Source: an optimization exercise on an open RTL-to-GDS flow (aim: small area). Production flows keep margins and buffers that such runs may drop.
Function was checked by simulation only, so behaviour that the tests miss may differ from the original.
Power figures rest on the tool's default switching activity, not on a simulated workload.

## alpha
## Smiley_Block_T
module	Smiley_Block_T	(
					input	logic	clk,
					input	logic	resetN,
					input	logic	startOfFrame,
					input	logic	[10:0] pixelX,
					input	logic	[10:0] pixelY,
					input	logic	collision,
					input	logic	up_key,
					input	logic	down_key,
					input	logic	right_key,
					input	logic	left_key,
					output	logic	smileyDR,
					output	logic	[7:0] smileyRGB,
					output	logic	move,
					output	logic	[10:0] topLeftX,
					output	logic	[10:0] topLeftY
);
Size in the first run: about 530 cells after synthesis, ~56 flip-flops, ~62 I/O pins, about 3700 um2 of cells after synthesis.
==> flow/config.mk <==
export PLATFORM = sky130hd
export DESIGN_NAME = Smiley_Block_T
export DESIGN_NICKNAME = Smiley_Block_T
export VERILOG_FILES = /design/flow/design.v
export SDC_FILE = /design/flow/constraint.sdc
export NUM_CORES = 4
export LEC_CHECK = 0
export CAP_MARGIN = 20
export CORE_MARGIN = 2
export CORE_UTILIZATION = 65
export SLEW_MARGIN = 20
==> flow/constraint.sdc <==
create_clock -name core_clock -period 8.0 [get_ports {clk}]
set_input_delay 1.6000 -clock core_clock [delete_from_list [all_inputs] [get_ports {clk}]]
set_output_delay 1.6000 -clock core_clock [all_outputs]
set_load 0.01 [all_outputs]
standard.sh (not shown) runs the stock make flow with config.mk's settings and CLKGATE_MAP_FILE= SYNTH_SCRIPT=/design/flow/synth_recipe.tcl, a recipe that flattens the netlist after the stock synthesis.
==> flow/flow/run.sh <==
#!/bin/bash
# Own layout flow: the standard layout (standard.sh), with two changes:
#  - synthesis maps the logic with an area-oriented ABC script (flow/area.abc)
#    and without adder-cell extraction; registers are mapped as in the
#    standard synthesis (flow/synth_area.tcl sources synth_recipe.tcl's steps);
#  - port buffers use the smallest buffer cell (buf_1).
# Each tool's output is in orfs/logs; make's own output is in flow_make.log.
set -euo pipefail
W=$(pwd)
export AREA_ABC_SCRIPT=$W/flow/area.abc
bash standard.sh SYNTH_SCRIPT=$W/flow/synth_area.tcl \
  "BUFFER_PORTS_ARGS=-buffer_cell sky130_fd_sc_hd__buf_1" finish > $W/flow_make.log 2>&1
==> flow/flow/area.abc <==
strash
&get -n
&deepsyn -J 50 -T 120 -S 1
&put
dch -f
amap
topo
==> flow/flow/synth_area.tcl <==
# The standard flow's synthesis (synth_recipe.tcl) with an area-oriented ABC script in place of
# ORFS's, and without the full/half adder cell extraction. Registers are
# mapped exactly as in the standard synthesis (ABC only remaps the logic).
proc synth {args} { yosys synth -nofsm -noshare {*}$args }
proc extract_fa {args} { }
proc abc {args} {
  set i [lsearch -exact $args -script]
  if { $i >= 0 } { set args [lreplace $args $i [expr {$i + 1}] -script $::env(AREA_ABC_SCRIPT)] }
  set i [lsearch -exact $args -D]
  if { $i >= 0 } { set args [lreplace $args $i [expr {$i + 1}]] }
  yosys abc {*}$args
}
source $::env(SCRIPTS_DIR)/synth.tcl
# left out here: clear keep_hierarchy, flatten, clean up, hide names made inside functions, write 1_2_yosys.v
The inputs of beta differ from those of alpha as listed below.
==> flow/run.sh (new file) <==
#!/bin/bash
# synth_recipe.tcl (not shown) runs the flow's synth.tcl, then flattens the netlist and writes it again
# the make line also repeats each setting of config.mk as NAME=value (left out here)
make -C /OpenROAD-flow-scripts/flow DESIGN_CONFIG=/design/flow/config.mk WORK_HOME=/design/flow/orfs CLKGATE_MAP_FILE= SYNTH_SCRIPT=/design/flow/synth_recipe.tcl finish
removed: flow/flow/run.sh
removed: flow/flow/area.abc
removed: flow/flow/synth_area.tcl
removed: flow/standard.sh
## What came out
- The higher global routing met1 resource utilization came out of beta.
- beta vs. alpha: fill cell instance count of the final layout saw an increase; cell count of the worst reg-to-reg path went down 13; met2 track demand over resource went up by 2.9 points.
- For area of the core region, dividing the value from beta by the value from alpha gives 1.4.
- | hold violation total from the final report | alpha vs beta | ≈ equal |
- Higher count of clock-buffer cells in the layout goes to beta over alpha.
- Compared to alpha, beta has clock period minus final worst setup slack 0.34 ns lower.
## Diff of input files: gamma against beta
==> flow/flow/run.sh (new file) <==
#!/bin/bash
# Own layout flow: the standard layout (standard.sh), with two changes:
#  - synthesis maps the logic with an area-oriented ABC script (flow/area.abc)
#    and without adder-cell extraction; registers are mapped as in the
#    standard synthesis (flow/synth_area.tcl sources synth_recipe.tcl's steps);
#  - port buffers use the smallest buffer cell (buf_1);
#  - clock tree synthesis without dummy loads, from the smaller clock buffers.
# Each tool's output is in orfs/logs; make's own output is in flow_make.log.
set -euo pipefail
W=$(pwd)
export AREA_ABC_SCRIPT=$W/flow/area.abc
bash standard.sh SYNTH_SCRIPT=$W/flow/synth_area.tcl \
  "BUFFER_PORTS_ARGS=-buffer_cell sky130_fd_sc_hd__buf_1" \
  "CTS_ARGS=-sink_clustering_enable -repair_clock_nets -dont_use_dummy_load -buf_list {sky130_fd_sc_hd__clkbuf_4 sky130_fd_sc_hd__clkbuf_8}" \
  finish > $W/flow_make.log 2>&1
==> flow/flow/area.abc (new file) <==
strash
&get -n
&deepsyn -J 50 -T 120 -S 1
&put
dch -f
amap
topo
==> flow/flow/synth_area.tcl (new file) <==
# The standard flow's synthesis (synth_recipe.tcl) with an area-oriented ABC script in place of
# ORFS's, and without the full/half adder cell extraction. Registers are
# mapped exactly as in the standard synthesis (ABC only remaps the logic).
proc synth {args} { yosys synth -nofsm -noshare {*}$args }
proc extract_fa {args} { }
proc abc {args} {
  set i [lsearch -exact $args -script]
  if { $i >= 0 } { set args [lreplace $args $i [expr {$i + 1}] -script $::env(AREA_ABC_SCRIPT)] }
  set i [lsearch -exact $args -D]
  if { $i >= 0 } { set args [lreplace $args $i [expr {$i + 1}]] }
  yosys abc {*}$args
}
source $::env(SCRIPTS_DIR)/synth.tcl
# left out here: clear keep_hierarchy, flatten, clean up, hide names made inside functions, write 1_2_yosys.v
==> flow/standard.sh (new file) <==
#!/bin/bash
# synth_recipe.tcl (not shown) runs the flow's synth.tcl, then flattens the netlist and writes it again
# the make line also repeats each setting of config.mk as NAME=value (left out here)
make -C /OpenROAD-flow-scripts/flow DESIGN_CONFIG=/design/flow/config.mk WORK_HOME=/design/flow/orfs CLKGATE_MAP_FILE= SYNTH_SCRIPT=/design/flow/synth_recipe.tcl "${@:-finish}"
removed: flow/run.sh
## What came out
- gamma completed end to end with timing, DRC and antenna clean.
- Compared to beta, gamma has proportion of final cell area spent on non-clock buffers 4.5 points lower.
- Maximum clock frequency went down by a little under 10% going from beta to gamma.
- Going from beta to gamma, cell leakage power went down by 44%, cell area after synthesis went down by 28%, signed area change from the synthesized netlist to the final layout went down by 5.7 points, number of detailed-route iterations in the first pass went up by 1.
- Global routing met3 resource utilization, beta and gamma, lower one = beta.
- The final cell count of gamma falls short of that of beta by 103.
- clkdlybuf4s50_1 as the slowest library cell on the worst path was reported by beta, and nor4_1 by gamma.
- Compare beta and gamma | global-route usage higher: beta
- Delta (gamma minus beta): post-synthesis share of cell area spent on and, or, nand and nor gates up 8.9 points; combinational power share saw a decrease.


Another version of the RTL of Smiley_Block_T (not shown whole).
For scale: roughly 51 flip-flops, roughly 62 I/O pins, ~3500 um2 of cells after synthesis.
==> flow/config.mk <==
export PLATFORM = sky130hd
export DESIGN_NAME = Smiley_Block_T
export DESIGN_NICKNAME = Smiley_Block_T
export VERILOG_FILES = /design/flow/design.v
export SDC_FILE = /design/flow/constraint.sdc
export NUM_CORES = 4
export LEC_CHECK = 0
export CAP_MARGIN = 20
export CORE_MARGIN = 2
export CORE_UTILIZATION = 65
export SLEW_MARGIN = 20
==> flow/constraint.sdc <==
create_clock -name core_clock -period 8.0 [get_ports {clk}]
set_input_delay 1.6000 -clock core_clock [delete_from_list [all_inputs] [get_ports {clk}]]
set_output_delay 1.6000 -clock core_clock [all_outputs]
set_load 0.01 [all_outputs]
==> flow/flow/run.sh <==
#!/bin/bash
# Own layout flow: the standard layout (standard.sh), with two changes:
#  - synthesis maps the logic with an area-oriented ABC script (flow/area.abc)
#    and without adder-cell extraction; registers are mapped as in the
#    standard synthesis (flow/synth_area.tcl sources synth_recipe.tcl's steps);
#  - port buffers use the smallest buffer cell (buf_1);
#  - clock tree synthesis without dummy loads, from the smaller clock buffers.
# Each tool's output is in orfs/logs; make's own output is in flow_make.log.
set -euo pipefail
W=$(pwd)
export AREA_ABC_SCRIPT=$W/flow/area.abc
bash standard.sh SYNTH_SCRIPT=$W/flow/synth_area.tcl \
  "BUFFER_PORTS_ARGS=-buffer_cell sky130_fd_sc_hd__buf_1" \
  "CTS_ARGS=-sink_clustering_enable -sink_clustering_levels 1 -sink_clustering_size 60 -sink_clustering_max_diameter 400 -repair_clock_nets -dont_use_dummy_load -buf_list {sky130_fd_sc_hd__clkbuf_8 sky130_fd_sc_hd__clkbuf_16}" \
  finish > $W/flow_make.log 2>&1
==> flow/flow/area.abc <==
strash
&get -n
&deepsyn -J 50 -T 120 -S 1
&put
dch -f
amap
topo
==> flow/flow/synth_area.tcl <==
# The standard flow's synthesis (synth_recipe.tcl) with an area-oriented ABC script in place of
# ORFS's, and without the full/half adder cell extraction. Registers are
# mapped exactly as in the standard synthesis (ABC only remaps the logic).
proc synth {args} { yosys synth -nofsm -noshare {*}$args }
proc extract_fa {args} { }
proc abc {args} {
  set i [lsearch -exact $args -script]
  if { $i >= 0 } { set args [lreplace $args $i [expr {$i + 1}] -script $::env(AREA_ABC_SCRIPT)] }
  set i [lsearch -exact $args -D]
  if { $i >= 0 } { set args [lreplace $args $i [expr {$i + 1}]] }
  yosys abc {*}$args
}
source $::env(SCRIPTS_DIR)/synth.tcl
# left out here: clear keep_hierarchy, flatten, clean up, hide names made inside functions, write 1_2_yosys.v
==> next run, changes <==
--- a/flow/flow/run.sh
+++ b/flow/flow/run.sh
@@ -14 +14 @@
-  "CTS_ARGS=-sink_clustering_enable -sink_clustering_levels 1 -sink_clustering_size 60 -sink_clustering_max_diameter 400 -repair_clock_nets -dont_use_dummy_load -buf_list {sky130_fd_sc_hd__clkbuf_8 sky130_fd_sc_hd__clkbuf_16}" \
+  "CTS_ARGS=-sink_clustering_enable -repair_clock_nets -dont_use_dummy_load -buf_list {sky130_fd_sc_hd__clkbuf_4 sky130_fd_sc_hd__clkbuf_8}" \
Settings changed: CORE_UTILIZATION 65 to 85.
The changed run ended with an error in global placement without I/O (3_1_place_gp_skip_io), error GPL-0301.
Area after synthesis is unchanged.
Synthesized cell count stays the same.
==> next run, changes <==
Settings changed: CORE_UTILIZATION 85 to 50.
The changed run completed without violations.
Synthesized cell count stays the same.
Area after synthesis does not change.
==> next run, changes <==
--- a/flow/flow/run.sh
+++ b/flow/flow/run.sh
@@ -14 +14 @@
-  "CTS_ARGS=-sink_clustering_enable -repair_clock_nets -dont_use_dummy_load -buf_list {sky130_fd_sc_hd__clkbuf_4 sky130_fd_sc_hd__clkbuf_8}" \
+  "CTS_ARGS=-repair_clock_nets -dont_use_dummy_load -buf_list {sky130_fd_sc_hd__clkbuf_16}" \
Settings changed: CORE_UTILIZATION 50 to 65.
Effect:
- clock skew is lower by 14 ps
- routed wire length is higher by about 2%
- cell area is higher by about 0.64%
- setup slack is worse by 97 ps
- sequential power barely changes
- count of clock-buffer cells in the layout is unchanged
- hold slack is better by 4.9 ps
- total power is higher by about 4.7%
- via count is higher by 4.6%
- synthesized cell count is unchanged
==> next run, changes <==
--- a/flow/flow/run.sh
+++ b/flow/flow/run.sh
@@ -14 +14 @@
-  "CTS_ARGS=-repair_clock_nets -dont_use_dummy_load -buf_list {sky130_fd_sc_hd__clkbuf_16}" \
+  "CTS_ARGS=-sink_clustering_enable -repair_clock_nets -dont_use_dummy_load -buf_list {sky130_fd_sc_hd__clkbuf_4 sky130_fd_sc_hd__clkbuf_8}" \
Effect: Register-to-register slack loses 40 ps; setup slack is worse by 3.1 ps; sequential share of layout area went up by 0.50 points; critical path depth stays the same; die area is unchanged; final area shrinks by 1.5%; global-route usage goes down by 0.44 points; first-iteration DRC count fell by 14%; routed wire length came out lower by 1.5%.

## afterwards: timing with drivers on the ports
The flow's constraints put no driver on any port. The routed layouts listed below were extracted and timed again, unchanged, in two steps.
Step 1 sets driving cells, clkbuf_16 on the clock port and buf_2 on the other inputs (assumed; they add their load-dependent delay and slew).
Step 2 also shifts input and output timing later by t, the mid clock arrival at the registers, as if the neighbouring blocks saw the same clock.
a / b / c = ideal / step 1 / step 2; a / b = the first two.
run | shift t [ns] | setup slack, ns | slew at the worst register clock pin (ns)
alpha | 0.341 | 3.178 / 3.181 / 2.841 | 0.11 / 0.11
beta | 0.342 | 3.520 / 3.531 / 3.189 | 0.11 / 0.11
gamma | 0.331 | 3.180 / 3.183 / 2.852 | 0.10 / 0.10
the first run of note 2 | 0.317 | 1.628 / 1.636 / 1.320 | 0.09 / 0.09
the third run of note 2 | 0.323 | 1.728 / 1.738 / 1.416 | 0.10 / 0.10
the fourth run of note 2 | 0.315 | 1.631 / 1.646 / 1.331 | 0.07 / 0.07
the fifth run of note 2 | 0.317 | 1.628 / 1.636 / 1.320 | 0.09 / 0.09
After both steps setup and hold are still met in every run listed. For alpha, which loses most, drivers alone change the setup slack by +0.003 ns; drivers and shift together by -0.337 ns.
